What follows belongs to an exercise in optimizing a design on an open flow for small area; a production flow would make more cautious choices.
The RTL was checked by simulation tests, not by an equivalence proof against the original design.
Power figures rest on the tool's default switching activity, not on a simulated workload.

--- config.mk ---
export PLATFORM = sky130hd
export DESIGN_NAME = csi_rx_core
export DESIGN_NICKNAME = csi_rx_core
export VERILOG_FILES = /design/flow/design.v
export SDC_FILE = /design/flow/constraint.sdc
export NUM_CORES = 4
export LEC_CHECK = 0
export CAP_MARGIN = 20
export CORE_MARGIN = 2
export CORE_UTILIZATION = 40
export SLEW_MARGIN = 20
--- constraint.sdc ---
create_clock -name core_clock -period 5.0 [get_ports {clk}]
set_input_delay 1.0000 -clock core_clock [delete_from_list [all_inputs] [get_ports {clk}]]
set_output_delay 1.0000 -clock core_clock [all_outputs]
set_load 0.01 [all_outputs]
--- design.v ---
`resetall
`timescale 1ns / 1ps
`default_nettype none
module lfsr_crc (
    input  wire        clk,
    input  wire        clr,
    input  wire        set,
    input  wire [15:0] data_in,
    input  wire        data_in_valid,
    output reg  [15:0] crc_out
);
reg [15:0] s;
integer i;
always @* begin
    s = crc_out ^ data_in;
    for (i = 0; i < 16; i = i + 1)
        s = s[0] ? ((s >> 1) ^ 16'h8408) : (s >> 1);
end
always @(posedge clk) begin
    if (clr)
        crc_out <= 16'h0000;
    else if (set)
        crc_out <= 16'hFFFF;
    else if (data_in_valid)
        crc_out <= s;
end
endmodule
`resetall
module csi_rx_align_byte (
   input         clock,
   input         reset,
   input         enable,
   input   [7:0] deser_in,
   input         wait_for_sync,
   input         packet_done,
   output reg       found,
   output reg [7:0] data_out,
   output reg       data_vld
);
   reg [7:0]  curr_byte;
   reg [7:0]  last_byte;
   reg [7:0]  shifted_byte;
   reg [2:0]  offset;
   reg [2:0]  data_offs;
   always @(posedge clock or posedge reset) begin
      if (reset == 1'b1) begin
         data_vld  <= 1'b0;
         data_offs <= 3'd0;
         curr_byte <= 8'd0;
      end
      else if (enable == 1'b1) begin
         curr_byte <= deser_in;
         if (packet_done == 1'b1)
            data_vld  <= found;
         else if ({wait_for_sync, found, data_vld} == 3'b110) begin
            data_vld  <= 1'b1;
            data_offs <= offset;
         end
      end
   end
   always @(posedge clock) begin
      if (enable == 1'b1) begin
         last_byte <= curr_byte;
         data_out  <= shifted_byte;
      end
   end
   wire [15:0] w = {curr_byte, last_byte};
   wire [6:0] m;
   genvar o;
   generate
      for (o = 0; o < 7; o = o + 1) begin : g_m
         assign m[o] = ({w[o+8:0]} == {8'hB8, {(o+1){1'b0}}});
      end
   endgenerate
   wire m7 = (curr_byte == 8'hB8);
   always @* begin
      found  = |{m7, m};
      offset[0] = m[1] | m[3] | m[5] | m7;
      offset[1] = m[2] | m[3] | m[6] | m7;
      offset[2] = m[4] | m[5] | m[6] | m7;
      case (data_offs)
         3'd7   : shifted_byte =  curr_byte;
         3'd6   : shifted_byte = {curr_byte[6:0], last_byte[7]};
         3'd5   : shifted_byte = {curr_byte[5:0], last_byte[7:6]};
         3'd4   : shifted_byte = {curr_byte[4:0], last_byte[7:5]};
         3'd3   : shifted_byte = {curr_byte[3:0], last_byte[7:4]};
         3'd2   : shifted_byte = {curr_byte[2:0], last_byte[7:3]};
         3'd1   : shifted_byte = {curr_byte[1:0], last_byte[7:2]};
         default: shifted_byte = {curr_byte[0],   last_byte[7:1]};
      endcase
   end
endmodule
module csi_rx_align_word #(
   parameter NUM_LANES = 2
)(
   input         byte_clock,
   input         reset,
   input         enable,
   input         packet_done,
   input         wait_for_sync,
   input  [(NUM_LANES*8)-1:0] word_in,
   input  [NUM_LANES-1:0]  valid_in,
   output reg packet_done_out,
   output reg [(NUM_LANES*8)-1:0] word_out,
   output reg valid_out
);
   reg [(NUM_LANES*8)-1:0] word_dly_1;
   reg [(NUM_LANES*8)-1:0] word_dly_2;
   reg [NUM_LANES-1:0]  valid_dly_1;
   reg [NUM_LANES-1:0]  valid_dly_2;
   reg [NUM_LANES-1:0]  tap1;       
   reg [NUM_LANES-1:0]  tap2;       
   reg   valid;
   wire  valid_in_all = &valid_in;
   wire  is_triggered = |(valid_in & valid_dly_1 & valid_dly_2);
   always @* packet_done_out = packet_done | (is_triggered & ~valid_in_all);
   always @(posedge byte_clock or posedge reset) begin
      if (reset == 1'b1) begin
         valid       <= 1'b0;
         valid_dly_1 <= {NUM_LANES{1'b0}};
         valid_dly_2 <= {NUM_LANES{1'b0}};
         valid_out   <= 1'b0;
      end
      else begin
         valid_dly_1 <= valid_in;
         valid_dly_2 <= valid_dly_1;
         valid_out   <= valid;
         if (enable == 1'b1) begin
            if ({valid_in_all, valid, wait_for_sync} == 3'b101)
               valid <= 1'b1;
            else if (packet_done == 1'b1)
               valid <= 1'b0;
         end
      end
   end
   always @(posedge byte_clock) begin
      word_dly_1 <= word_in;
      word_dly_2 <= word_dly_1;
      if (enable == 1'b1 && {valid_in_all, valid, wait_for_sync} == 3'b101) begin
         tap2 <= valid_dly_2;
         tap1 <= valid_dly_1;
      end
   end
   genvar j;
   generate
      for (j = 0; j < NUM_LANES; j = j + 1) begin : g_lane
         always @(posedge byte_clock or posedge reset) begin
            if (reset == 1'b1)
               word_out[j*8 +: 8] <= 8'd0;
            else if (valid == 1'b1)
               word_out[j*8 +: 8] <= tap2[j] ? word_dly_2[j*8 +: 8] :
                                     tap1[j] ? word_dly_1[j*8 +: 8] :
                                               word_in[j*8 +: 8];
         end
      end
   endgenerate
endmodule
`timescale 1ns / 1ps
module csi_rx_packet_handler (
	input clock,
	input reset,
	input enable,
	input [15:0] data,
	input data_valid,
	output sync_wait,
	output packet_done,
	output [15:0] payload_out,
	output payload_valid,
	output reg [7:0] good_checksum_cnt,
	output reg [7:0] bad_checksum_cnt
);
	reg [2:0] state;
	reg [31:0] packet_data;
	reg [12:0] cnt;           
	reg cnt_e;                
	reg long_packet_reg;
	reg hold_bad;             
	wire s1 = (state == 3'd1);
	wire s2 = (state == 3'd2);
	wire s3 = (state == 3'd3);
	wire s4 = (state == 3'd4);
	wire s5 = (state == 3'd5);
	wire s7 = (state == 3'd7);
	function [5:0] hdr_ecc(input [23:0] d);
		begin
			hdr_ecc[5] = d[10]^d[11]^d[12]^d[13]^d[14]^d[15]^d[16]^d[17]^d[18]^d[19]^d[21]^d[22]^d[23];
			hdr_ecc[4] = d[4]^d[5]^d[6]^d[7]^d[8]^d[9]^d[16]^d[17]^d[18]^d[19]^d[20]^d[22]^d[23];
			hdr_ecc[3] = d[1]^d[2]^d[3]^d[7]^d[8]^d[9]^d[13]^d[14]^d[15]^d[19]^d[20]^d[21]^d[23];
			hdr_ecc[2] = d[0]^d[2]^d[3]^d[5]^d[6]^d[9]^d[11]^d[12]^d[15]^d[18]^d[20]^d[21]^d[22];
			hdr_ecc[1] = d[0]^d[1]^d[3]^d[4]^d[6]^d[8]^d[10]^d[12]^d[14]^d[17]^d[20]^d[21]^d[22]^d[23];
			hdr_ecc[0] = d[0]^d[1]^d[2]^d[4]^d[5]^d[7]^d[10]^d[11]^d[13]^d[16]^d[20]^d[21]^d[22]^d[23];
		end
	endfunction
	wire [5:0] ecc_exp = hdr_ecc({packet_data[23:8], 8'h2A});
	wire long_packet = (packet_data[7:0] == 8'h2A) & (packet_data[31:30] == 2'd0)
	                 & (packet_data[29:24] == ecc_exp);
	wire [14:0] wc_u = packet_data[23:9];
	wire wc_e = ~packet_data[8];
	wire wc_sat = (wc_u == 15'd0) | wc_u[14] | wc_u[13] | (wc_u[12] & (|wc_u[11:0]));
	wire cnt_more = (cnt != {12'd0, cnt_e});
	always @(posedge clock or posedge reset) begin
		if (reset == 1'b1)
			state <= 3'd0;
		else if (enable == 1'b1) begin
			case (state)
				3'd0: state <= 3'd1;
				3'd1: if (data_valid) state <= 3'd6;
				3'd6: state <= 3'd5;
				3'd5: state <= long_packet ? 3'd7 : 3'd3;
				3'd7: state <= 3'd2;
				3'd2: if (!cnt_more) state <= 3'd3;
				3'd3: state <= 3'd4;
				default: state <= 3'd1;
			endcase
		end
	end
	always @(posedge clock) begin
		if (enable == 1'b1) begin
			packet_data <= {data, packet_data[31:16]};
			if (s5) begin
				cnt   <= wc_sat ? {1'b1, 11'd0, wc_e} : wc_u[12:0];
				cnt_e <= wc_e;
			end
			else if (s2 & cnt_more)
				cnt <= cnt - 13'd1;
		end
		if (s1) long_packet_reg <= 1'b0;
		else if (long_packet) long_packet_reg <= 1'b1;
	end
	wire [15:0] checksum_calc;
	lfsr_crc crc_inst (
		.clk(clock),
		.clr(s4 | reset),
		.set(s7 & enable),
		.data_in(packet_data[15:0]),
		.data_in_valid(s2),
		.crc_out(checksum_calc)
	);
	wire mism = (packet_data[15:0] != checksum_calc);
	wire count_evt = enable & s3;
	wire cnt_bad = long_packet_reg ? mism : hold_bad;
	always @(posedge clock or posedge reset) begin
		if (reset) begin
			hold_bad <= 1'b0;
			good_checksum_cnt <= 8'd0;
			bad_checksum_cnt <= 8'd0;
		end
		else if (count_evt) begin
			if (long_packet_reg) hold_bad <= mism;
			if (long_packet_reg | long_packet) begin
				if (cnt_bad) bad_checksum_cnt <= bad_checksum_cnt + 8'd1;
				else good_checksum_cnt <= good_checksum_cnt + 8'd1;
			end
		end
	end
	assign sync_wait = s1;
	assign packet_done = s3;
	assign payload_out = packet_data[15:0];
	assign payload_valid = s2;
endmodule
`timescale 1ns / 1ps
module csi_rx_core #(
    parameter NUM_LANES = 2
)(
    input         clk,             
    input         reset,           
    input         enable,
    input  [7:0]  d0_byte,         
    input  [7:0]  d1_byte,         
    output [15:0] payload_out,     
    output        payload_valid,
    output [7:0]  good_checksum_cnt,
    output [7:0]  bad_checksum_cnt
);
    wire wait_for_sync, byte_packet_done, packet_done;
    wire [NUM_LANES-1:0] byte_valid;
    wire [(NUM_LANES*8)-1:0] byte_align_data;
    wire f0, f1;
    csi_rx_align_byte d0_align_byte_inst (
        .clock           (clk),
        .reset           (reset),
        .enable          (enable),
        .deser_in        (d0_byte),
        .wait_for_sync   (wait_for_sync),
        .packet_done     (byte_packet_done),
        .found           (f0),
        .data_out        (byte_align_data[7:0]),
        .data_vld        (byte_valid[0])
    );
    csi_rx_align_byte d1_align_byte_inst (
        .clock           (clk),
        .reset           (reset),
        .enable          (enable),
        .deser_in        (d1_byte),
        .wait_for_sync   (wait_for_sync),
        .packet_done     (byte_packet_done),
        .found           (f1),
        .data_out        (byte_align_data[15:8]),
        .data_vld        (byte_valid[1])
    );
    wire [(NUM_LANES*8)-1:0] word_data;
    wire word_valid;
    csi_rx_align_word #(
        .NUM_LANES(NUM_LANES)
    ) align_word_inst (
        .byte_clock      (clk),
        .reset           (reset),
        .enable          (enable),
        .packet_done     (packet_done),
        .wait_for_sync   (wait_for_sync),
        .word_in         (byte_align_data),
        .valid_in        (byte_valid),
        .packet_done_out (byte_packet_done),
        .word_out        (word_data),
        .valid_out       (word_valid)
    );
    csi_rx_packet_handler depacket_inst (
        .clock             (clk),
        .reset             (reset),
        .enable            (enable),
        .data              (word_data),
        .data_valid        (word_valid),
        .sync_wait         (wait_for_sync),
        .packet_done       (packet_done),
        .payload_out       (payload_out),
        .payload_valid     (payload_valid),
        .good_checksum_cnt (good_checksum_cnt),
        .bad_checksum_cnt  (bad_checksum_cnt)
    );
endmodule
--- run.sh ---
#!/bin/bash
# synth_recipe.tcl (not shown) runs the flow's synth.tcl, then flattens the netlist and writes it again
# the make line also repeats each setting of config.mk as NAME=value (left out here)
make -C /OpenROAD-flow-scripts/flow DESIGN_CONFIG=/design/flow/config.mk WORK_HOME=/design/flow/orfs CLKGATE_MAP_FILE= SYNTH_SCRIPT=/design/flow/synth_recipe.tcl finish
==> run_results.csv, run 1 <==
group,metric,value,unit
critical_path,crit_type,"register to output port",
global_routing,grt_usage,16.1,%
timing,finalCritPeriodShare,69.0,%
pwr,leakagePower,4.24,nW
synthesis,async_flop_share,33.5,%
synthesis,ys_top_cells_by_area,"edfxtp_1 25%, dfrtp_1 17%, dfxtp_1 10%",
critical_path,cp.required,4.00,ns
routing,totalWireLength,20000,µm
clock_tree,post_cts_resized,0,
floorplanning,ios,52,
routing,avgViaCountPerCell,5.32,
global_routing,grt.overflow.total,0,
critical_path,critPathLaunch,"depacket_inst.state[0]",
job,maxCapViolCount,0,
synthesis,yosysWarnings,4,
clock_tree,hold_buffers,0,
timing,rsz0062_at_grt,"false",
cells_and_area,fin_util,45.5,%
critical_path,reg2reg_to,"depacket_inst.good_checksum_cnt[1]",
clock_tree,cts_tree,"built",
timing,setup_viol,0,
clock_tree,clockRootBuffer,"clkbuf_16",
synthesis,synth_nets,913,
timing,worst_pin_slew,1.01,ns
critical_path,rrSetupSlack,2.14,ns
timing,tns,0,ns
place,port-buffer-count,51,
routing,vias,6557,
cells_and_area,final_common_cell,"edfxtp_1",
critical_path,path_max_fanout,14,
status,status,"no timing/DRC/antenna violations",
routing,drt-initial-drc-count,489,
timing,slew_viol_final,0,
cells_and_area,num_antenna_cells,0,
worst_hold_path,hold_depth,0,
synthesis,yosysSeqAreaShare,52.1,%
routing,ant_nets,0,
cells_and_area,mostFrequentLayoutCells,"82 x edfxtp_1, 74 x nand2_1, 66 x dfrtp_1",
clock_tree,numCtsBuffers,17,
routing,remaining_drc_errors,0,
clock_tree,clock-sinks,197,
global_routing,antenna_found_initial,0,
worst_hold_path,hold_end,"align_word_inst.word_dly_2[13]",
worst_hold_path,holdCritStartpoint,"align_word_inst.word_dly_1[13]",
cells_and_area,nets,917,
global_routing,grt_pass1_wl,33500,µm
floorplanning,rows,57,
timing,skew,0.00909,ns
timing,timing.final.hold_violations,0,
floorplanning,fp.dieArea,25700,µm²
clock_tree,cts_setup_buffers,0,
synthesis,synth_flop_cell,"edfxtp_1",
synthesis,synth_area,9770,µm²
worst_hold_path,timing.hold.worst.class,"register to register",
synthesis,yosysTopAreaCell,"edfxtp_1",
place,gp_congestion,0.852,
clock_tree,clkSlewWorstSetupHoldPaths,0.07,ns
pwr,power,5.06,mW
routing,firstDrtPassIters,5,
pwr,p_per_area,461,nW/µm²
global_routing,grt_pass1_vias,6244,
place,hpwl,13800,µm
cells_and_area,largest_reg_flops,32,
critical_path,worstSetupStartpointType,"register",
critical_path,endpoint_kind,"output port",
cells_and_area,top_register,"depacket_inst.packet_data",
cells_and_area,nFillCells,2258,
critical_path,critPathArrivalTime,2.45,ns
cells_and_area,drive_gt1_share,10.8,%
synthesis,synth_edf_count,82,
floorplanning,coreArea,24200,µm²
synthesis,syn_area_per_cell,11.0,µm²
floorplanning,start_util,40.4,%
global_routing,grt_max_degree,67,
synthesis,ys_ff_latch,197,
clock_tree,clock_latency,0.43,ns
clock_tree,clock_path_buffers,2,
cells_and_area,syn_to_final_growth,12.5,%
synthesis,ys_types,73,
timing,slew_headroom,32.5,%
floorplanning,die_x,160,µm
clock_tree,h-tree-depth,4,
critical_path,r2r_start,"depacket_inst.packet_data[12]",
pwr,vdd_ir_drop_max,0.000210,V
critical_path,reg2reg_depth,7,
timing,fmax,0.290,GHz
synthesis,synth_top_area_share,25.2,%
timing,min_period,3.45,ns
synthesis,postSynthCellCount,891,
routing,post_drt_wl_per_cell,16.2,µm
floorplanning,fp.dieH,160,µm
synth_stat cells (3+ instances only):
cell type  count
a21o_1         7
nand4b_1       4
dfxtp_1       49
clkbuf_2       3
nor4b_1        3
buf_1          3
a21oi_1       41
nor2b_1        4
edfxtp_1      82
mux2_2        34
xor2_1        37
nand3_1       29
clkbuf_1      47
xnor2_1       53
o211ai_1       4
nor4_1        17
nand2b_1       7
o22ai_1       15
ha_1           3
nor3_1        21
mux4_2         3
a211oi_1       5
nor2_1        50
and4b_1        3
a31oi_1       12
o31ai_1        5
buf_4         16
a311oi_1       5
and3_1         7
nand4_1       13
xnor3_4        6
nand2_1       74
nand3b_1       3
inv_1         20
mux2i_1       25
nor4bb_1       4
a221oi_1       5
o21ai_0       60
dfrtp_1       66
layout make-up:
class / instances / area, µm² / area share [%]
repair buffers: 56 / 546 / 4.96
well taps: 324 / 405 / 3.69
multi-input cells: 602 / 4260 / 38.7
clock inverters: 13 / 153 / 1.39
clock buffers: 19 / 454 / 4.13
flip-flops and latches: 197 / 5090 / 46.4
inverters: 21 / 78.8 / 0.717
where the power goes:
part	internal (mW)	switching, mW	total (mW)
clock network	0.704	0.682	1.39
logic	0.742	0.621	1.36
registers	2.01	0.305	2.31
total	3.45	1.61	5.06
critical path, stage by stage (launching register included):
cell,delay [ns]
dfrtp_1,0.56
or3_1,0.49
clkinv_1,0.39
clkdlybuf4s50_1,0.57
metal layers:
layer | global-route usage (%) | part of all wire [%]
met5 | 0 | 0
met4 | 5.45 | 1.9
met3 | 3.23 | 4.0
met2 | 26.0 | 47
met1 | 22.0 | 47
how the worst max path moves through the flow:
stage                                        end  slack, ns  cells after the start
2_1_floorplan  depacket_inst.crc_inst.crc_out[7]       1.69                      4
3_3_place_gp                depacket_inst.cnt[2]       2.06                      5
3_5_place_dp                       payload_valid       2.04                      3
4_1_cts                            payload_valid       1.54                      4
5_1_grt                            payload_valid       1.36                      4
6_report                           payload_valid       1.55                      3
logic make-up (layout without fill, tap and decap cells):
family	Yosys count	after routing	synth area share, %
AND/OR/NAND/NOR	256	256	13.5
flip-flops	197	197	52.1
AO/OA/AOI/OAI	176	176	10.9
XOR/XNOR	103	103	11.3
buffers and inverters	92	109	4.28
multiplexers	64	64	7.48
adder cells (fa/ha/maj)	3	3	0.384
per-stage QoR:
stage                     instances  hold WS (ns)  instance area, µm²  setup WS, ns
after floorplan                 891         0.331                9770          1.69
after global placement         1200         0.332               10400          2.06
after detailed placement       1200         0.337               10400          2.04
after CTS                      1232         0.353               11000          1.54
after global routing           1232         0.357               11000          1.36
final                          1232         0.350               11000          1.55
==> run 2: changes to the inputs <==
--- a/design.v
+++ b/design.v
@@ -5,4 +5,3 @@
     input  wire        clk,
-    input  wire        clr,
-    input  wire        set,
+    input  wire        init,
     input  wire [15:0] data_in,
@@ -19,5 +18,3 @@
 always @(posedge clk) begin
-    if (clr)
-        crc_out <= 16'h0000;
-    else if (set)
+    if (init)
         crc_out <= 16'hFFFF;
@@ -143,15 +140,22 @@
    end
-   genvar j;
-   generate
-      for (j = 0; j < NUM_LANES; j = j + 1) begin : g_lane
-         always @(posedge byte_clock or posedge reset) begin
-            if (reset == 1'b1)
-               word_out[j*8 +: 8] <= 8'd0;
-            else if (valid == 1'b1)
-               word_out[j*8 +: 8] <= tap2[j] ? word_dly_2[j*8 +: 8] :
-                                     tap1[j] ? word_dly_1[j*8 +: 8] :
-                                               word_in[j*8 +: 8];
-         end
+   reg [(NUM_LANES*8)-1:0] word_nxt;
+   integer j;
+   always @* begin
+      for (j = 0; j < NUM_LANES; j = j + 1)
+         word_nxt[j*8 +: 8] = tap2[j] ? word_dly_2[j*8 +: 8] :
+                              tap1[j] ? word_dly_1[j*8 +: 8] :
+                                        word_in[j*8 +: 8];
+   end
+   always @(posedge byte_clock) begin
+      if (valid == 1'b1) begin
+         word_out[(NUM_LANES*8)-1:2] <= word_nxt[(NUM_LANES*8)-1:2];
+         word_out[0] <= word_nxt[0];
       end
-   endgenerate
+   end
+   always @(posedge byte_clock or posedge reset) begin
+      if (reset == 1'b1)
+         word_out[1] <= 1'b0;
+      else if (valid == 1'b1)
+         word_out[1] <= word_nxt[1];
+   end
 endmodule
@@ -171,2 +175,5 @@
 );
+	localparam [2:0] ST_DONE = 3'b000, ST_WAIT = 3'b001, ST_PAY  = 3'b010,
+	                 ST_ENDL = 3'b011, ST_HDR1 = 3'b100, ST_HDR2 = 3'b101,
+	                 ST_LONG = 3'b110, ST_ENDS = 3'b111;
 	reg [2:0] state;
@@ -177,8 +184,8 @@
 	reg hold_bad;             
-	wire s1 = (state == 3'd1);
-	wire s2 = (state == 3'd2);
-	wire s3 = (state == 3'd3);
-	wire s4 = (state == 3'd4);
-	wire s5 = (state == 3'd5);
-	wire s7 = (state == 3'd7);
+	wire s_wait = (state == ST_WAIT);
+	wire s_pay  = (state == ST_PAY);
+	wire s_end  = (state[1:0] == 2'b11);
+	wire s_ends = (state == ST_ENDS);
+	wire s_done = (state == ST_DONE);
+	wire s_hdr2 = (state == ST_HDR2);
 	function [5:0] hdr_ecc(input [23:0] d);
@@ -202,13 +209,12 @@
 		if (reset == 1'b1)
-			state <= 3'd0;
+			state <= ST_DONE;
 		else if (enable == 1'b1) begin
 			case (state)
-				3'd0: state <= 3'd1;
-				3'd1: if (data_valid) state <= 3'd6;
-				3'd6: state <= 3'd5;
-				3'd5: state <= long_packet ? 3'd7 : 3'd3;
-				3'd7: state <= 3'd2;
-				3'd2: if (!cnt_more) state <= 3'd3;
-				3'd3: state <= 3'd4;
-				default: state <= 3'd1;
+				ST_WAIT: if (data_valid) state <= ST_HDR1;
+				ST_HDR1: state <= ST_HDR2;
+				ST_HDR2: state <= long_packet ? ST_LONG : ST_ENDS;
+				ST_LONG: state <= ST_PAY;
+				ST_PAY:  if (!cnt_more) state <= ST_ENDL;
+				ST_DONE: state <= ST_WAIT;
+				default: state <= ST_DONE;    
 			endcase
@@ -219,3 +225,3 @@
 			packet_data <= {data, packet_data[31:16]};
-			if (s5) begin
+			if (s_hdr2) begin
 				cnt   <= wc_sat ? {1'b1, 11'd0, wc_e} : wc_u[12:0];
@@ -223,6 +229,6 @@
 			end
-			else if (s2 & cnt_more)
+			else if (s_pay & cnt_more)
 				cnt <= cnt - 13'd1;
 		end
-		if (s1) long_packet_reg <= 1'b0;
+		if (s_wait) long_packet_reg <= 1'b0;
 		else if (long_packet) long_packet_reg <= 1'b1;
@@ -232,10 +238,9 @@
 		.clk(clock),
-		.clr(s4 | reset),
-		.set(s7 & enable),
+		.init(s_done),
 		.data_in(packet_data[15:0]),
-		.data_in_valid(s2),
+		.data_in_valid(s_pay),
 		.crc_out(checksum_calc)
 	);
-	wire mism = (packet_data[15:0] != checksum_calc);
-	wire count_evt = enable & s3;
+	wire mism = s_ends ? (|packet_data[15:0]) : (packet_data[15:0] != checksum_calc);
+	wire count_evt = enable & s_end;
 	wire cnt_bad = long_packet_reg ? mism : hold_bad;
@@ -255,6 +260,6 @@
 	end
-	assign sync_wait = s1;
-	assign packet_done = s3;
+	assign sync_wait = s_wait;
+	assign packet_done = s_end;
 	assign payload_out = packet_data[15:0];
-	assign payload_valid = s2;
+	assign payload_valid = s_pay;
 endmodule
==> run_results.csv, run 2 <==
group,metric,value,unit
global_routing,grt.overflow.total,0,
routing,firstDrtPassIters,6,
synthesis,postSynthCellCount,849,
cells_and_area,register_area,5170,µm²
place,dp.cells,1159,
routing,avgViaCountPerCell,5.20,
cells_and_area,num_antenna_cells,0,
synthesis,synth_top_area_share,30.1,%
job,maxCapViolCount,0,
global_routing,grt_max_degree,68,
synthesis,synth_flop_cell,"edfxtp_1",
timing,holdWs,0.350,ns
routing,remaining_drc_errors,0,
critical_path,critPathLaunch,"depacket_inst.state[0]",
place,port-buffer-count,51,
critical_path,crit_type,"register to output port",
critical_path,cp.required,4.00,ns
critical_path,r2r_start,"depacket_inst.packet_data[10]",
global_routing,grt_pass1_vias,6123,
pwr,power,4.97,mW
cells_and_area,top_register,"depacket_inst.packet_data",
synthesis,ys_top_cells_by_count,"97 x edfxtp_1, 93 x nand2_1, 61 x xnor2_1",
floorplanning,fp.dieH,160,µm
routing,post_drt_wl_per_cell,15.9,µm
cells_and_area,final_common_cell,"edfxtp_1",
cells_and_area,instances_no_fill,1191,
clock_tree,numCtsBuffers,17,
timing,timing.final.hold_violations,0,
floorplanning,coreArea,23600,µm²
pwr,leakagePower,4.03,nW
clock_tree,cts_setup_buffers,0,
clock_tree,clock_latency,0.45,ns
pwr,p_per_area,460,nW/µm²
cells_and_area,nets,883,
global_routing,grt_pass1_wl,31800,µm
synthesis,async_flop_share,25.9,%
critical_path,path_max_fanout,19,
worst_hold_path,timing.hold.worst.class,"register to register",
synthesis,yosysSeqAreaShare,53.4,%
clock_tree,cts_tree,"built",
critical_path,endpoint_kind,"output port",
synthesis,syn_area_per_cell,11.4,µm²
synthesis,ys_top_cells_by_area,"edfxtp_1 30%, dfrtp_1 13%, dfxtp_1 10%",
floorplanning,start_util,41.0,%
routing,drt-initial-drc-count,424,
floorplanning,ios,52,
timing,tns,0,ns
clock_tree,h-tree-depth,4,
worst_hold_path,holdCritStartpoint,"align_word_inst.word_dly_1[7]",
cells_and_area,mostFrequentLayoutCells,"97 x edfxtp_1, 93 x nand2_1, 61 x xnor2_1",
cells_and_area,fin_util,45.8,%
timing,min_period,3.46,ns
clock_tree,clockRootBuffer,"clkbuf_16",
synthesis,synth_area,9690,µm²
global_routing,antenna_found_initial,0,
routing,ant_nets,0,
synthesis,synth.most_common_cell,"edfxtp_1",
timing,fmax,0.289,GHz
cells_and_area,design_area,10800,µm²
clock_tree,clkSlewWorstSetupHoldPaths,0.07,ns
critical_path,rrSetupSlack,1.81,ns
cells_and_area,syn_to_final_growth,11.6,%
timing,finalCritPeriodShare,69.2,%
timing,setup_viol,0,
clock_tree,post_cts_resized,0,
clock_tree,clock_path_buffers,2,
routing,totalWireLength,18900,µm
clock_tree,hold_buffers,0,
timing,slew_viol_final,0,
routing,vias,6196,
synthesis,yosysWarnings,4,
synthesis,yosysTopAreaCell,"edfxtp_1",
floorplanning,die_x,160,µm
synthesis,synth_nets,873,
cells_and_area,largest_reg_flops,32,
floorplanning,rows,56,
floorplanning,fp.dieArea,25500,µm²
synthesis,ys_types,74,
clock_tree,clock-sinks,197,
cells_and_area,drive_gt1_share,10.8,%
timing,worst_pin_slew,0.991,ns
place,place_area,10200,µm²
place,pre_cts_ws,1.81,ns
synthesis,synth_edf_count,97,
global_routing,grt_usage,15.4,%
cells_and_area,multiInputGateArea,4070,µm²
timing,skew,0.0106,ns
pwr,vdd_ir_drop_max,0.000259,V
timing,rsz0062_at_grt,"false",
cells_and_area,nFillCells,2209,
timing,worst_slack,1.54,ns
status,status,"no timing/DRC/antenna violations",
synthesis,ys_ff_latch,197,
place,hpwl,12800,µm
critical_path,critPathArrivalTime,2.46,ns
critical_path,worstSetupStartpointType,"register",
place,gp_congestion,0.817,
timing,slew_headroom,33.9,%
## run 2: cell count changes in the layout (fill, tap and decap cells not counted), sizes merged, moves of 10 or more
cell	change
nor2	-17
mux2	-10
dfrtp	-15
nand2	+19
nor2b	+12
a21oi	-10
edfxtp	+15
## run 2: layer usage
metal	global-route usage, %	part of all wire (%)
met1	20.2	47
met3	2.36	3.5
met4	6.24	2.1
met2	25.6	48
met5	0	0
## run 2: logic make-up (layout without fill, tap and decap cells)
family,after synthesis,count (layout),share of synthesized area (%)
AOI/OAI and AO/OA,150,150,9.51
and+or+nand+nor,257,257,14.2
buffers and inverters,79,102,4.66
muxes,59,59,7.23
xor gates and xnor gates,102,102,10.4
adders and majority gates,5,5,0.646
DFF,197,197,53.4
## run 2: report_power, final
part	switching [mW]	internal [mW]	leakage (nW)
Clock	0.675	0.686	0.291
Sequential	0.239	1.96	2.01
Combinational	0.745	0.661	1.73
Total	1.66	3.31	4.03
## run 2: final timing paths
check                                                endpoint  cells past startpoint
min in group asynchronous     d0_align_byte_inst.curr_byte[1]                      3
max                                             payload_valid                      5
min reg2reg                     align_word_inst.word_dly_2[7]                      0
min                             align_word_inst.word_dly_2[7]                      0
max in group asynchronous              depacket_inst.state[1]                      3
max reg2reg                depacket_inst.good_checksum_cnt[1]                      9
## run 2: area by class of cell
| type | count | share of cell area [%] |
|---|---|---|
| flip-flops and latches | 197 | 47.8 |
| inverters | 16 | 0.556 |
| multi-input cells | 573 | 37.6 |
| repair buffers | 54 | 4.91 |
| well taps | 319 | 3.69 |
| clock inverters | 14 | 1.34 |
| clock buffers | 18 | 4.06 |
## run 2: critical path, cell delays in order, from the launching register on
cell and delay, ns:
dfrtp_1 0.49, nor2_1 0.15, buf_4 0.24, nand2_1 0.18, inv_1 0.35, clkdlybuf4s50_1 0.61
==> run 3: changes to the inputs <==
--- a/design.v
+++ b/design.v
@@ -5,19 +5,25 @@
     input  wire        clk,
-    input  wire        init,
+    input  wire        clr,
+    input  wire        set,
     input  wire [15:0] data_in,
     input  wire        data_in_valid,
-    output reg  [15:0] crc_out
+    output reg  [15:0] crc_out,
+    output reg  [15:0] crc_next
 );
-reg [15:0] s;
-integer i;
-always @* begin
-    s = crc_out ^ data_in;
-    for (i = 0; i < 16; i = i + 1)
-        s = s[0] ? ((s >> 1) ^ 16'h8408) : (s >> 1);
-end
+function [15:0] crc_byte(input [15:0] c, input [7:0] d);
+    reg [7:0] x;
+    begin
+        x = c[7:0] ^ d;
+        x = x ^ {x[3:0], 4'd0};
+        crc_byte = {8'd0, c[15:8]} ^ {x, 8'd0} ^ {5'd0, x, 3'd0} ^ {12'd0, x[7:4]};
+    end
+endfunction
+always @* crc_next = crc_byte(crc_byte(crc_out, data_in[7:0]), data_in[15:8]);
 always @(posedge clk) begin
-    if (init)
+    if (set)
         crc_out <= 16'hFFFF;
+    else if (clr)
+        crc_out <= 16'h0000;
     else if (data_in_valid)
-        crc_out <= s;
+        crc_out <= crc_next;
 end
@@ -41,2 +47,4 @@
    reg [2:0]  data_offs;
+   reg [10:0] win4;
+   reg [8:0]  win2;
    always @(posedge clock or posedge reset) begin
@@ -65,6 +73,11 @@
    wire [6:0] m;
+   wire [15:0] nz;             
+   assign nz[0] = w[0];
    genvar o;
    generate
+      for (o = 1; o < 16; o = o + 1) begin : g_nz
+         assign nz[o] = nz[o-1] | w[o];
+      end
       for (o = 0; o < 7; o = o + 1) begin : g_m
-         assign m[o] = ({w[o+8:0]} == {8'hB8, {(o+1){1'b0}}});
+         assign m[o] = ~nz[o+3] & w[o+4] & w[o+5] & w[o+6] & ~w[o+7] & w[o+8];
       end
@@ -77,12 +90,5 @@
       offset[2] = m[4] | m[5] | m[6] | m7;
-      case (data_offs)
-         3'd7   : shifted_byte =  curr_byte;
-         3'd6   : shifted_byte = {curr_byte[6:0], last_byte[7]};
-         3'd5   : shifted_byte = {curr_byte[5:0], last_byte[7:6]};
-         3'd4   : shifted_byte = {curr_byte[4:0], last_byte[7:5]};
-         3'd3   : shifted_byte = {curr_byte[3:0], last_byte[7:4]};
-         3'd2   : shifted_byte = {curr_byte[2:0], last_byte[7:3]};
-         3'd1   : shifted_byte = {curr_byte[1:0], last_byte[7:2]};
-         default: shifted_byte = {curr_byte[0],   last_byte[7:1]};
-      endcase
+      win4 = data_offs[2] ? {curr_byte[7:0], last_byte[7:5]} : {curr_byte[3:0], last_byte[7:1]};
+      win2 = data_offs[1] ? win4[10:2] : win4[8:0];
+      shifted_byte = data_offs[0] ? win2[8:1] : win2[7:0];
    end
@@ -176,4 +182,4 @@
 	localparam [2:0] ST_DONE = 3'b000, ST_WAIT = 3'b001, ST_PAY  = 3'b010,
-	                 ST_ENDL = 3'b011, ST_HDR1 = 3'b100, ST_HDR2 = 3'b101,
-	                 ST_LONG = 3'b110, ST_ENDS = 3'b111;
+	                 ST_END  = 3'b011, ST_HDR1 = 3'b100, ST_HDR2 = 3'b101,
+	                 ST_LONG = 3'b110;
 	reg [2:0] state;
@@ -186,4 +192,4 @@
 	wire s_pay  = (state == ST_PAY);
-	wire s_end  = (state[1:0] == 2'b11);
-	wire s_ends = (state == ST_ENDS);
+	wire s_end  = (state[1:0] == 2'b11);    
+	wire s_long = (state == ST_LONG);
 	wire s_done = (state == ST_DONE);
@@ -214,5 +220,5 @@
 				ST_HDR1: state <= ST_HDR2;
-				ST_HDR2: state <= long_packet ? ST_LONG : ST_ENDS;
+				ST_HDR2: state <= long_packet ? ST_LONG : ST_END;
 				ST_LONG: state <= ST_PAY;
-				ST_PAY:  if (!cnt_more) state <= ST_ENDL;
+				ST_PAY:  if (!cnt_more) state <= ST_END;
 				ST_DONE: state <= ST_WAIT;
@@ -235,11 +241,13 @@
 	end
-	wire [15:0] checksum_calc;
+	wire [15:0] checksum_calc, checksum_next;
 	lfsr_crc crc_inst (
 		.clk(clock),
-		.init(s_done),
+		.clr(s_done),
+		.set(s_long),
 		.data_in(packet_data[15:0]),
 		.data_in_valid(s_pay),
-		.crc_out(checksum_calc)
+		.crc_out(checksum_calc),
+		.crc_next(checksum_next)
 	);
-	wire mism = s_ends ? (|packet_data[15:0]) : (packet_data[15:0] != checksum_calc);
+	wire mism = |checksum_next;
 	wire count_evt = enable & s_end;
--- a/config.mk
+++ b/config.mk
@@ -9,3 +9,4 @@
 export CORE_MARGIN = 2
-export CORE_UTILIZATION = 40
+export CORE_UTILIZATION = 70
+export CTS_BUF_LIST = sky130_fd_sc_hd__clkbuf_8
 export SLEW_MARGIN = 20
==> run_results.csv, run 3 <==
group,metric,value,unit
clock_tree,numCtsBuffers,17,
routing,remaining_drc_errors,0,
critical_path,slowest_delay,0.77,ns
global_routing,grt_pass1_vias,5961,
synthesis,synth.most_common_cell,"edfxtp_1",
critical_path,worstSetupStartpointType,"register",
pwr,leakagePower,3.89,nW
critical_path,cp.required,4.00,ns
pwr,vdd_ir_drop_max,0.000338,V
global_routing,grt_pass1_wl,29300,µm
timing,timing.final.hold_violations,0,
routing,totalWireLength,18100,µm
timing,tns,0,ns
job,maxCapViolCount,0,
synthesis,async_flop_share,25.9,%
floorplanning,fp.dieArea,14500,µm²
floorplanning,coreArea,13200,µm²
clock_tree,h-tree-depth,4,
critical_path,critical_path.slowest_cell,"dfrtp_1",
critical_path,crit_type,"register to output port",
place,gp_congestion,0.928,
timing,rsz0062_at_grt,"false",
place,port-buffer-count,51,
cells_and_area,final_common_cell,"edfxtp_1",
routing,post_drt_wl_per_cell,18.1,µm
cells_and_area,num_antenna_cells,0,
synthesis,ys_ff_latch,197,
critical_path,rrSetupSlack,1.73,ns
clock_tree,clock_latency,0.47,ns
critical_path,crit_chain,"inv_1, nor2_1, clkdlybuf4s50_1",
synthesis,yosysWarnings,4,
timing,worst_pin_slew,1.09,ns
timing,skew,0.0108,ns
global_routing,grt_max_degree,52,
cells_and_area,nets,834,
synthesis,ys_top_cells_by_count,"97 x edfxtp_1, 64 x xnor2_1, 59 x nand2_1",
synthesis,synth_top_area_share,30.8,%
floorplanning,rows,42,
synthesis,ys_top_cells_by_area,"edfxtp_1 31%, dfrtp_1 13%, dfxtp_1 10%",
clock_tree,post_cts_resized,0,
routing,vias,5995,
synthesis,yosysTopAreaCell,"edfxtp_1",
critical_path,endpoint_kind,"output port",
routing,ant_nets,0,
global_routing,grt.overflow.total,0,
clock_tree,clock_path_buffers,2,
worst_hold_path,timing.hold.worst.class,"register to register",
global_routing,antenna_found_initial,0,
cells_and_area,largest_reg_flops,32,
timing,fmax,0.292,GHz
cells_and_area,drive_gt1_share,10.9,%
synthesis,ys_types,74,
floorplanning,start_util,71.4,%
synthesis,postSynthCellCount,790,
cells_and_area,syn_to_final_growth,9.26,%
timing,setup_viol,0,
synthesis,synth_flop_cell,"edfxtp_1",
global_routing,grt_usage,26.3,%
clock_tree,hold_buffers,0,
clock_tree,cts_setup_buffers,0,
timing,min_period,3.43,ns
timing,finalCritPeriodShare,68.5,%
synthesis,yosysSeqAreaShare,54.6,%
critical_path,critPathArrivalTime,2.43,ns
critical_path,path_max_fanout,20,
status,status,"no timing/DRC/antenna violations",
timing,slew_headroom,27.4,%
cells_and_area,top_register,"depacket_inst.packet_data",
synthesis,synth_area,9460,µm²
floorplanning,fp.dieH,120,µm
floorplanning,die_x,120,µm
timing,slew_viol_final,0,
synthesis,synth_nets,812,
clock_tree,clockRootBuffer,"clkbuf_8",
routing,firstDrtPassIters,5,
floorplanning,ios,52,
pwr,p_per_area,475,nW/µm²
routing,drt-initial-drc-count,535,
cells_and_area,nFillCells,869,
synthesis,synth_edf_count,97,
clock_tree,cts_tree,"built",
cells_and_area,mostFrequentLayoutCells,"97 x edfxtp_1, 64 x xnor2_1, 59 x nand2_1",
clock_tree,clkSlewWorstSetupHoldPaths,0.09,ns
timing,holdWs,0.354,ns
synthesis,syn_area_per_cell,12.0,µm²
place,hpwl,13100,µm
clock_tree,clock-sinks,197,
routing,avgViaCountPerCell,5.99,
[run 3: metrics by stage]
step	instances	worst slack [ns]	instance area (µm²)	power (mW)	util, %
2_1_floorplan	790	2.07	9460	3.54	-
3_3_place_gp	969	1.86	9930	3.84	75.0
3_5_place_dp	969	1.77	9930	3.89	75.0
4_1_cts	1001	1.61	10300	4.92	78.0
5_1_grt	1001	1.44	10300	5.16	78.1
6_report	1001	1.57	10300	4.91	78.1
[run 3: worst max-delay path: cells and delay by family (launching register included)]
family        cells  cell delay [ns]
flops             1             0.77
buf+inv           2             0.91
simple gates      1             0.27
[run 3: cell type report]
| cell class | count | area [µm²] | share of cell area, % |
|---|---|---|---|
| repair buffers | 54 | 531 | 5.13 |
| flip-flops and latches | 197 | 5170 | 50.0 |
| clock buffers | 17 | 234 | 2.26 |
| multi-input cells | 525 | 3950 | 38.2 |
| inverters | 17 | 65.1 | 0.629 |
| clock inverters | 15 | 168 | 1.62 |
| well taps | 176 | 220 | 2.13 |
[run 3: routing by layer]
layer	vias to the layer above	part of all wire, %	GRT usage, %
met2	229	53	46.8
met3	36	5.2	5.42
met5	-	0	0
met1	2862	39	31.6
met4	0	2.6	10.2
li1	2868	-	-
[run 3: cell families after synthesis]
logic type / Yosys count / synth area share, %
AOI/OAI and AO/OA: 121 / 7.96
xor gates and xnor gates: 109 / 13.2
adders and majority gates: 3 / 0.397
buffers and inverters: 68 / 3.66
DFF: 197 / 54.6
muxes: 73 / 8.23
and+or+nand+nor: 219 / 11.9
[run 3: final timing paths]
check,cells past startpoint,end,start
max,3,payload_valid,depacket_inst.state[1]
min,0,align_word_inst.word_dly_2[4],align_word_inst.word_dly_1[4]
max reg2reg,7,depacket_inst.good_checksum_cnt[1],depacket_inst.packet_data[0]
min reg2reg,0,align_word_inst.word_dly_2[4],align_word_inst.word_dly_1[4]
max in group asynchronous,2,depacket_inst.state[0],reset
min in group asynchronous,2,d0_align_byte_inst.curr_byte[5],reset
[run 3: power breakdown]
part	internal (mW)	total [mW]	switching, mW	leakage [nW]
clock network	0.458	1.03	0.571	0.206
registers	1.95	2.17	0.221	1.99
logic	0.827	1.72	0.890	1.69
total	3.23	4.91	1.68	3.89
==> run 4: changes to the inputs <==
==> flow/run.sh (new file) <==
#!/bin/bash
# Standard ORFS layout, with smaller port buffers and a clock tree
# without dummy loads. Make's full output goes to run_standard.log.
set -euo pipefail
export BUFFER_PORTS_ARGS="-buffer_cell sky130_fd_sc_hd__buf_1"
export CTS_ARGS="-sink_clustering_enable -repair_clock_nets -dont_use_dummy_load -buf_list sky130_fd_sc_hd__clkbuf_8"
export RECOVER_POWER=100
bash standard.sh > run_standard.log 2>&1
==> standard.sh (new file) <==
#!/bin/bash
# synth_recipe.tcl (not shown) runs the flow's synth.tcl, then flattens the netlist and writes it again
# the make line also repeats each setting of config.mk as NAME=value (left out here)
make -C /OpenROAD-flow-scripts/flow DESIGN_CONFIG=/design/flow/config.mk WORK_HOME=/design/flow/orfs CLKGATE_MAP_FILE= SYNTH_SCRIPT=/design/flow/synth_recipe.tcl "${@:-finish}"
removed: run.sh
==> run_results.csv, run 4 <==
group,metric,value,unit
pwr,leakagePower,3.66,nW
routing,firstDrtPassIters,5,
synthesis,synth_nets,812,
global_routing,antenna_found_initial,0,
cells_and_area,syn_to_final_growth,4.05,%
timing,holdWs,0.328,ns
routing,ant_nets,0,
place,hpwl,12600,µm
routing,drt-initial-drc-count,514,
clock_tree,clkSlewWorstSetupHoldPaths,0.09,ns
timing,min_period,3.83,ns
floorplanning,start_util,71.4,%
cells_and_area,top_register,"depacket_inst.packet_data",
routing,post_drt_wl_per_cell,17.8,µm
floorplanning,fp.dieH,120,µm
critical_path,critPathArrivalTime,4.17,ns
floorplanning,die_x,120,µm
synthesis,ys_top_cells_by_count,"97 x edfxtp_1, 64 x xnor2_1, 59 x nand2_1",
cells_and_area,num_antenna_cells,0,
global_routing,grt_max_degree,52,
clock_tree,post_cts_resized,0,
synthesis,ys_types,74,
timing,worst_pin_slew,2.82,ns
pwr,p_per_area,468,nW/µm²
clock_tree,clock_path_buffers,2,
routing,vias,5904,
timing,slew_viol_final,91,
cells_and_area,final_common_cell,"edfxtp_1",
floorplanning,ios,52,
global_routing,grt_pass1_wl,28900,µm
critical_path,worstSetupStartpointType,"input port",
cells_and_area,drive_gt1_share,8.13,%
routing,avgViaCountPerCell,5.98,
synthesis,synth_flop_cell,"edfxtp_1",
routing,totalWireLength,17600,µm
place,gp_congestion,0.893,
synthesis,synth_edf_count,97,
synthesis,syn_area_per_cell,12.0,µm²
cells_and_area,mostFrequentLayoutCells,"97 x edfxtp_1, 65 x xnor2_1, 59 x nand2_1",
critical_path,cp.required,5.34,ns
synthesis,ys_ff_latch,197,
cells_and_area,nets,836,
clock_tree,clock_latency,0.46,ns
timing,skew,0.0198,ns
clock_tree,cts_setup_buffers,0,
global_routing,grt_use_met3,4.53,%
synthesis,ys_top_cells_by_area,"edfxtp_1 31%, dfrtp_1 13%, dfxtp_1 10%",
floorplanning,rows,42,
critical_path,critPathLaunch,"enable",
pwr,vdd_ir_drop_max,0.000298,V
timing,rsz0062_at_grt,"false",
synthesis,postSynthCellCount,790,
timing,finalCritPeriodShare,76.6,%
synthesis,synth_area,9460,µm²
place,port-buffer-count,51,
clock_tree,h-tree-depth,4,
critical_path,path_max_fanout,38,
floorplanning,coreArea,13200,µm²
synthesis,async_flop_share,25.9,%
global_routing,met1_usage,31.4,%
synthesis,synth_top_area_share,30.8,%
floorplanning,fp.dieArea,14500,µm²
cells_and_area,largest_reg_flops,32,
synthesis,yosysWarnings,4,
global_routing,use_met2,45.6,%
job,maxCapViolCount,2,
critical_path,rrSetupSlack,1.59,ns
timing,setup_viol,0,
clock_tree,hold_buffers,0,
global_routing,top_usage_layer,"met2",
status,so_faults,"max-capacitance violations, max-slew violations",
clock_tree,cts_tree,"built",
timing,timing.final.hold_violations,0,
timing,fmax,0.261,GHz
timing,slew_headroom,-87.9,%
critical_path,endpoint,"d0_align_byte_inst.data_offs[2]",
critical_path,endpoint_kind,"register",
global_routing,grt_pass1_vias,5955,
clock_tree,clock-sinks,197,
global_routing,grt_usage,25.6,%
worst_hold_path,timing.hold.worst.class,"register to register",
routing,remaining_drc_errors,0,
place,dp.cells,971,
critical_path,reg2reg_depth,7,
synthesis,yosysTopAreaCell,"edfxtp_1",
synthesis,yosysSeqAreaShare,54.6,%
global_routing,grt.overflow.total,0,
critical_path,crit_type,"input port to register",
status,status,"finished with violations",
clock_tree,numCtsBuffers,17,
synthesis,synth.most_common_cell,"edfxtp_1",
critical_path,r2r_start,"depacket_inst.packet_data[1]",
cells_and_area,instances_no_fill,988,
timing,tns,0,ns
clock_tree,clockRootBuffer,"clkbuf_8",
critical_path,reg2reg_to,"depacket_inst.good_checksum_cnt[1]",
run 4: area by class of cell:
| cell class | instances | area [µm²] |
|---|---|---|
| flip-flops and latches | 197 | 5170 |
| multi-input cells | 525 | 3940 |
| fillers | 929 | 3400 |
| clock buffers | 17 | 234 |
| well taps | 176 | 220 |
| repair buffers | 56 | 215 |
| inverters | 17 | 63.8 |
run 4: kinds of logic (layout without fill, tap and decap cells):
family | after synthesis | after routing | share of synthesized area [%]
compound gates | 121 | 121 | 7.96
xor+xnor | 109 | 109 | 13.2
fa+ha+maj | 3 | 3 | 0.397
buf+inv | 68 | 90 | 3.66
flops | 197 | 197 | 54.6
mux | 73 | 73 | 8.23
simple gates | 219 | 219 | 11.9
run 4: metrics by stage:
stage / total power, mW / area (µm²) / util, % / worst slack, ns
after detailed placement: 3.88 / 9640 / 72.8 / 1.74
after floorplan: 3.54 / 9460 / - / 2.07
after global placement: 3.85 / 9640 / 72.8 / 1.87
after CTS: 4.63 / 9870 / 74.5 / 1.72
final: 4.61 / 9840 / 74.3 / 1.17
after global routing: 4.86 / 9840 / 74.3 / 0.850
run 4: worst min-delay path by stage:
stage | from | endpoint | slack [ns] | depth (start not counted)
floorplan | align_word_inst.word_dly_1[0] | align_word_inst.word_dly_2[0] | 0.33 | 0
global placement | align_word_inst.word_dly_1[12] | align_word_inst.word_dly_2[12] | 0.33 | 0
detailed placement | align_word_inst.word_dly_1[14] | align_word_inst.word_dly_2[14] | 0.34 | 0
CTS | align_word_inst.word_dly_1[15] | align_word_inst.word_dly_2[15] | 0.33 | 0
global route | align_word_inst.word_dly_1[15] | align_word_inst.word_dly_2[15] | 0.34 | 0
finish | align_word_inst.word_dly_1[15] | align_word_inst.word_dly_2[15] | 0.33 | 0
run 4: critical path, stage by stage:
cell	delay (ns)
clkbuf_1	1.44
nand2_1	0.39
nor3_1	0.25
clkbuf_1	0.25
nand2b_1	0.11
or3_1	0.43
mux2_2	0.29
run 4: where the power goes:
group          internal [mW]  leakage [nW]  switching, mW
sequential              1.95          1.99          0.216
clock                  0.301         0.122          0.453
combinational          0.803          1.55          0.882
total                   3.05          3.66           1.55
run 4: layer usage:
layer / vias up / routed length (µm)
li1: 2850 / -
met1: 2852 / 7240
met2: 160 / 9240
met3: 42 / 659
met4: 0 / 410
met5: - / 0
==> run 5: changes to the inputs <==
--- a/flow/run.sh
+++ b/flow/run.sh
@@ -6,3 +6,2 @@
 export CTS_ARGS="-sink_clustering_enable -repair_clock_nets -dont_use_dummy_load -buf_list sky130_fd_sc_hd__clkbuf_8"
-export RECOVER_POWER=100
 bash standard.sh > run_standard.log 2>&1
==> run_results.csv, run 5 <==
group,metric,value,unit
cells_and_area,register_area,5170,µm²
clock_tree,clockRootBuffer,"clkbuf_8",
timing,slew_headroom,40.0,%
synthesis,async_flop_share,25.9,%
timing,fmax,0.303,GHz
floorplanning,die_x,120,µm
synthesis,yosysWarnings,4,
cells_and_area,nFillCells,920,
synthesis,synth_nets,812,
clock_tree,numCtsBuffers,17,
global_routing,grt_pass1_vias,5955,
clock_tree,h-tree-depth,4,
place,gp_congestion,0.893,
place,port-buffer-count,51,
synthesis,ys_ff_latch,197,
floorplanning,coreArea,13200,µm²
timing,finalCritPeriodShare,66.1,%
timing,setup_viol,0,
routing,firstDrtPassIters,5,
clock_tree,clock_path_buffers,2,
routing,avgViaCountPerCell,6.00,
critical_path,worstSetupStartpointType,"register",
routing,ant_nets,0,
timing,skew,0.0185,ns
critical_path,crit_type,"register to output port",
global_routing,grt_pass1_wl,28900,µm
global_routing,grt.overflow.total,0,
floorplanning,fp.dieH,120,µm
synthesis,syn_area_per_cell,12.0,µm²
timing,rsz0062_at_grt,"false",
cells_and_area,mostFrequentLayoutCells,"97 x edfxtp_1, 64 x xnor2_1, 59 x nand2_1",
routing,remaining_drc_errors,0,
synthesis,postSynthCellCount,790,
pwr,p_per_area,468,nW/µm²
cells_and_area,drive_gt1_share,9.73,%
clock_tree,cts_setup_buffers,0,
worst_hold_path,timing.hold.worst.class,"register to register",
floorplanning,rows,42,
pwr,vdd_ir_drop_max,0.000297,V
cells_and_area,nets,836,
cells_and_area,num_antenna_cells,0,
clock_tree,clock-sinks,197,
synthesis,ys_top_cells_by_count,"97 x edfxtp_1, 64 x xnor2_1, 59 x nand2_1",
cells_and_area,multiInputGateArea,3950,µm²
synthesis,synth_area,9460,µm²
routing,vias,5924,
routing,post_drt_wl_per_cell,17.8,µm
synthesis,synth_top_area_share,30.8,%
floorplanning,start_util,71.4,%
status,status,"no timing/DRC/antenna violations",
global_routing,antenna_found_initial,0,
critical_path,endpoint_kind,"output port",
synthesis,synth_flop_cell,"edfxtp_1",
timing,slew_viol_final,0,
job,maxCapViolCount,0,
critical_path,path_max_fanout,14,
pwr,leakagePower,3.69,nW
global_routing,grt_usage,25.6,%
clock_tree,clock_latency,0.46,ns
cells_and_area,syn_to_final_growth,4.35,%
clock_tree,cts_tree,"built",
timing,worst_slack,1.70,ns
synthesis,synth.most_common_cell,"edfxtp_1",
clock_tree,post_cts_resized,0,
timing,worst_pin_slew,0.897,ns
cells_and_area,final_common_cell,"edfxtp_1",
place,pre_cts_ws,1.74,ns
critical_path,cp.required,4.00,ns
synthesis,yosysSeqAreaShare,54.6,%
synthesis,ys_types,74,
routing,drt-initial-drc-count,523,
cells_and_area,largest_reg_flops,32,
floorplanning,fp.dieArea,14500,µm²
synthesis,yosysTopAreaCell,"edfxtp_1",
synthesis,synth_edf_count,97,
floorplanning,ios,52,
place,hpwl,12600,µm
clock_tree,hold_buffers,0,
routing,totalWireLength,17600,µm
timing,timing.final.hold_violations,0,
clock_tree,clkSlewWorstSetupHoldPaths,0.09,ns
cells_and_area,top_register,"depacket_inst.packet_data",
timing,tns,0,ns
critical_path,critPathArrivalTime,2.30,ns
synthesis,ys_top_cells_by_area,"edfxtp_1 31%, dfrtp_1 13%, dfxtp_1 10%",
global_routing,grt_max_degree,52,
timing,min_period,3.30,ns
-- run 5: where the power goes --
part	switching (mW)	internal, mW
logic	0.883	0.812
registers	0.218	1.95
clock network	0.454	0.301
-- run 5: cells by family (layout without fill, tap and decap cells) --
family          after synthesis  after routing  synth area share, %
mux                          73             73                 8.23
simple gates                219            219                 11.9
flops                       197            197                 54.6
buf+inv                      68             90                 3.66
fa+ha+maj                     3              3                0.397
compound gates              121            121                 7.96
xor+xnor                    109            109                 13.2
-- run 5: final cells by class --
class	instances	area share, %
clock buffers	17	2.37
inverters	17	0.646
multi-input cells	525	40.0
flip-flops and latches	197	52.4
well taps	176	2.23
repair buffers	56	2.36
-- run 5: per-layer routing --
metal  global-route usage (%)  wire length, µm
met1                     31.4             7280
met2                     45.6             9220
met3                     4.53              706
met4                     9.59              382
met5                        0                0
-- run 5: worst paths after layout --
path	from	to	slack, ns	depth (start not counted)
worst max-delay path	depacket_inst.state[0]	payload_valid	1.70	4
worst min-delay path	align_word_inst.word_dly_1[15]	align_word_inst.word_dly_2[15]	0.33	0
worst max register to register	depacket_inst.packet_data[1]	depacket_inst.good_checksum_cnt[1]	1.72	7
worst min register to register	align_word_inst.word_dly_1[15]	align_word_inst.word_dly_2[15]	0.33	0
max in group asynchronous	reset	depacket_inst.good_checksum_cnt[3]	3.83	3
min in group asynchronous	reset	align_word_inst.valid_dly_2[0]	0.69	3
-- run 5: per-stage QoR --
step	total power, mW	hold WS, ns	instances	cell area [µm²]	util, %
2_1_floorplan	3.54	0.331	790	9460	-
3_3_place_gp	3.85	0.332	971	9640	72.8
3_5_place_dp	3.88	0.339	971	9640	72.8
4_1_cts	4.63	0.331	988	9870	74.5
5_1_grt	4.87	0.335	988	9870	74.5
6_report	4.62	0.329	988	9870	74.5
-- run 5: worst max-delay path: stages (launching register included) --
cell,delay [ns]
dfrtp_1,0.54
inv_1,0.29
nand2_1,0.41
nor2_1,0.41
buf_1,0.20
==> run 6: changes to the inputs <==
--- a/config.mk
+++ b/config.mk
@@ -9,3 +9,3 @@
 export CORE_MARGIN = 2
-export CORE_UTILIZATION = 70
+export CORE_UTILIZATION = 85
 export CTS_BUF_LIST = sky130_fd_sc_hd__clkbuf_8
==> run_results.csv, run 6 <==
group,metric,value,unit
timing,worst_pin_slew,0.947,ns
clock_tree,clkSlewWorstSetupHoldPaths,0.09,ns
synthesis,synth_adder_area_share,0.397,%
timing,fmax,0.287,GHz
synthesis,synth_top_family_by_area,"XOR/XNOR gates",
job,maxCapViolCount,0,
routing,post_drt_wl_per_cell,22.6,µm
floorplanning,ios,52,
cells_and_area,multiInputGateArea,3950,µm²
synthesis,synthSimpleGateAreaFrac,11.9,%
cells_and_area,num_antenna_cells,0,
cells_and_area,largest_reg_flops,32,
timing,skew,0.0283,ns
routing,firstDrtPassIters,7,
synthesis,ys_ff_latch,197,
routing,totalWireLength,21500,µm
timing,timing.final.hold_violations,0,
worst_hold_path,timing.hold.worst.class,"register to register",
synthesis,ys_top_cells_by_count,"97 x edfxtp_1, 64 x xnor2_1, 59 x nand2_1",
cells_and_area,design_area,9810,µm²
critical_path,critical_path.slowest_cell,"dfrtp_1",
floorplanning,start_util,87.3,%
cells_and_area,nFillCells,408,
place,pre_cts_ws,1.76,ns
place,port-buffer-count,51,
timing,tns,0,ns
status,status,"no timing/DRC/antenna violations",
clock_tree,clock-sinks,197,
synthesis,synth_compound_area_share,7.96,%
timing,slew_headroom,36.6,%
synthesis,yosysWarnings,4,
routing,vias,6642,
floorplanning,rows,38,
routing,avgViaCountPerCell,6.99,
synthesis,synth_edf_count,97,
critical_path,cp.required,4.00,ns
routing,drt-initial-drc-count,707,
routing,remaining_drc_errors,0,
synthesis,synth_xor_area_share,13.2,%
critical_path,path_delay_family,"flip-flops",
pwr,p_per_area,482,nW/µm²
floorplanning,fp.dieH,109,µm
cells_and_area,final_common_cell,"edfxtp_1",
timing,rsz0062_at_grt,"false",
cells_and_area,syn_to_final_growth,3.73,%
critical_path,critPathLaunch,"depacket_inst.state[1]",
timing,min_period,3.48,ns
worst_hold_path,hold_depth,0,
clock_tree,hold_buffers,0,
synthesis,synthMuxAreaShare,8.23,%
worst_hold_path,hold_end,"align_word_inst.word_dly_2[13]",
critical_path,worst-path-buf-inv,2,
place,hpwl,14400,µm
synthesis,synth.most_common_cell,"edfxtp_1",
timing,holdWs,0.353,ns
place,place_area,9580,µm²
critical_path,slowest_delay,0.92,ns
global_routing,grt_pass1_vias,6528,
timing,slew_viol_final,0,
synthesis,yosysTopAreaCell,"edfxtp_1",
synthesis,synth_nets,812,
global_routing,grt_max_degree,52,
cells_and_area,nets,834,
synthesis,synth_top_area_share,30.8,%
synthesis,synth_flop_cell,"edfxtp_1",
clock_tree,clockRootBuffer,"clkbuf_8",
critical_path,worstSetupStartpointType,"register",
cells_and_area,mostFrequentLayoutCells,"97 x edfxtp_1, 64 x xnor2_1, 59 x nand2_1",
clock_tree,cts_tree,"built",
pwr,vdd_ir_drop_max,0.000611,V
timing,worst_slack,1.52,ns
critical_path,r2r_start,"depacket_inst.packet_data[1]",
clock_tree,h-tree-depth,4,
timing,setup_viol,0,
clock_tree,post_cts_resized,0,
synthesis,postSynthCellCount,790,
critical_path,reg2reg_to,"depacket_inst.good_checksum_cnt[4]",
cells_and_area,top_register,"depacket_inst.packet_data",
place,gp_congestion,1.00,
clock_tree,clock_path_buffers,2,
synthesis,yosysSeqAreaShare,54.6,%
clock_tree,cts_setup_buffers,0,
floorplanning,coreArea,10800,µm²
cells_and_area,fin_util,90.5,%
timing,finalCritPeriodShare,69.6,%
floorplanning,fp.dieArea,12000,µm²
global_routing,grt_usage,38.1,%
critical_path,endpoint_kind,"output port",
synthesis,syn_area_per_cell,12.0,µm²
floorplanning,die_x,109,µm
routing,ant_nets,0,
clock_tree,numCtsBuffers,17,
synthesis,ys_top_cells_by_area,"edfxtp_1 31%, dfrtp_1 13%, dfxtp_1 10%",
global_routing,grt.overflow.total,0,
synthesis,ys_types,74,
critical_path,critPathArrivalTime,2.48,ns
critical_path,reg2reg_depth,8,
global_routing,antenna_found_initial,0,
clock_tree,clock_latency,0.49,ns
cells_and_area,drive_gt1_share,9.51,%
worst_hold_path,holdCritStartpoint,"align_word_inst.word_dly_1[13]",
critical_path,path_max_fanout,20,
synthesis,async_flop_share,25.9,%
critical_path,crit_chain,"inv_1, nor2_1, buf_1",
cells_and_area,register_area,5170,µm²
synthesis,synth_area,9460,µm²
critical_path,crit_type,"register to output port",
pwr,leakagePower,3.68,nW
critical_path,rrSetupSlack,1.61,ns
global_routing,grt_pass1_wl,33600,µm
## run 6: cell counts after synthesis
No cell type changed its count.
## run 6: worst max-delay path by stage
stage                                         end  slack (ns)  cells past startpoint
2_1_floorplan  depacket_inst.good_checksum_cnt[1]        2.07                      7
3_3_place_gp   depacket_inst.good_checksum_cnt[1]        1.89                      7
3_5_place_dp   depacket_inst.good_checksum_cnt[4]        1.76                      8
4_1_cts        depacket_inst.good_checksum_cnt[4]        1.66                      8
5_1_grt        depacket_inst.good_checksum_cnt[4]        1.47                      8
6_report                            payload_valid        1.52                      3
## run 6: logic make-up after synthesis
family	after synthesis
muxes	73
AOI/OAI and AO/OA	121
DFF	197
buffers and inverters	68
adders and majority gates	3
xor gates and xnor gates	109
and+or+nand+nor	219
## run 6: final cells by class
type | instances | area share [%]
inverter | 17 | 0.663
multi-input combinational | 525 | 40.3
tap | 140 | 1.79
sequential | 197 | 52.7
timing repair buffer | 54 | 2.22
clock buffer | 17 | 2.38
## run 6: worst reg2reg max path: cells and delay by family (launching register included)
family / cells / cell delay [ns]
multiplexers: 1 / 0.28
flip-flops: 1 / 0.48
AO/OA/AOI/OAI: 2 / 0.73
XOR/XNOR: 4 / 1.59
AND/OR/NAND/NOR: 1 / 0.21
## run 6: report_power, final
part | leakage, nW | switching [mW] | internal, mW
clock | 0.122 | 0.472 | 0.301
sequential | 1.99 | 0.243 | 1.95
combinational | 1.56 | 0.952 | 0.810
## run 6: through the flow
stage	instances	total power [mW]
2_1_floorplan	790	3.54
3_3_place_gp	933	3.81
3_5_place_dp	933	3.90
4_1_cts	950	4.67
5_1_grt	950	4.91
6_report	950	4.73
## run 6: layer usage
metal	track usage (%)	share of wire (%)	vias up
met5	0	0	-
met4	24.0	6.9	0
met3	10.2	8.6	176
met2	65.6	51	481
met1	41.8	33	3126
li1	-	-	2859

[what the ideal ports hide]
No port has a modelled driver above. Below, the same layouts with a new extraction and two added sets of constraints.
Step 1, drivers: a clkbuf_16 drives clk and a buf_2 each remaining input, both assumed.
Step 2 times the ports against the registers' clock, not the clock port: input delays grow and output delays shrink by t, the midpoint of the rising clock arrivals with the driver on.
Slacks: no drivers / after step 1 / after step 2; pairs: no drivers / after step 1.
| run | t (ns) | slack for setup (ns) | worst setup path at the end |
|---|---|---|---|
| run 1 | 0.473 | 1.549 / 1.505 / 1.978 | register to output |
| run 2 | 0.483 | 1.539 / 1.496 / 1.810 | register to register |
| run 3 | 0.500 | 1.574 / 1.541 / 1.729 | register to register |
| run 4 | 0.485 | 1.169 / 1.160 / 0.675 | input to register |
| run 5 | 0.488 | 1.696 / 1.658 / 1.723 | register to register |
| run 6 | 0.510 | 1.519 / 1.482 / 1.612 | register to register |
For run 4, which loses most, drivers alone change the setup slack by -0.009 ns; drivers and shift together by -0.494 ns.
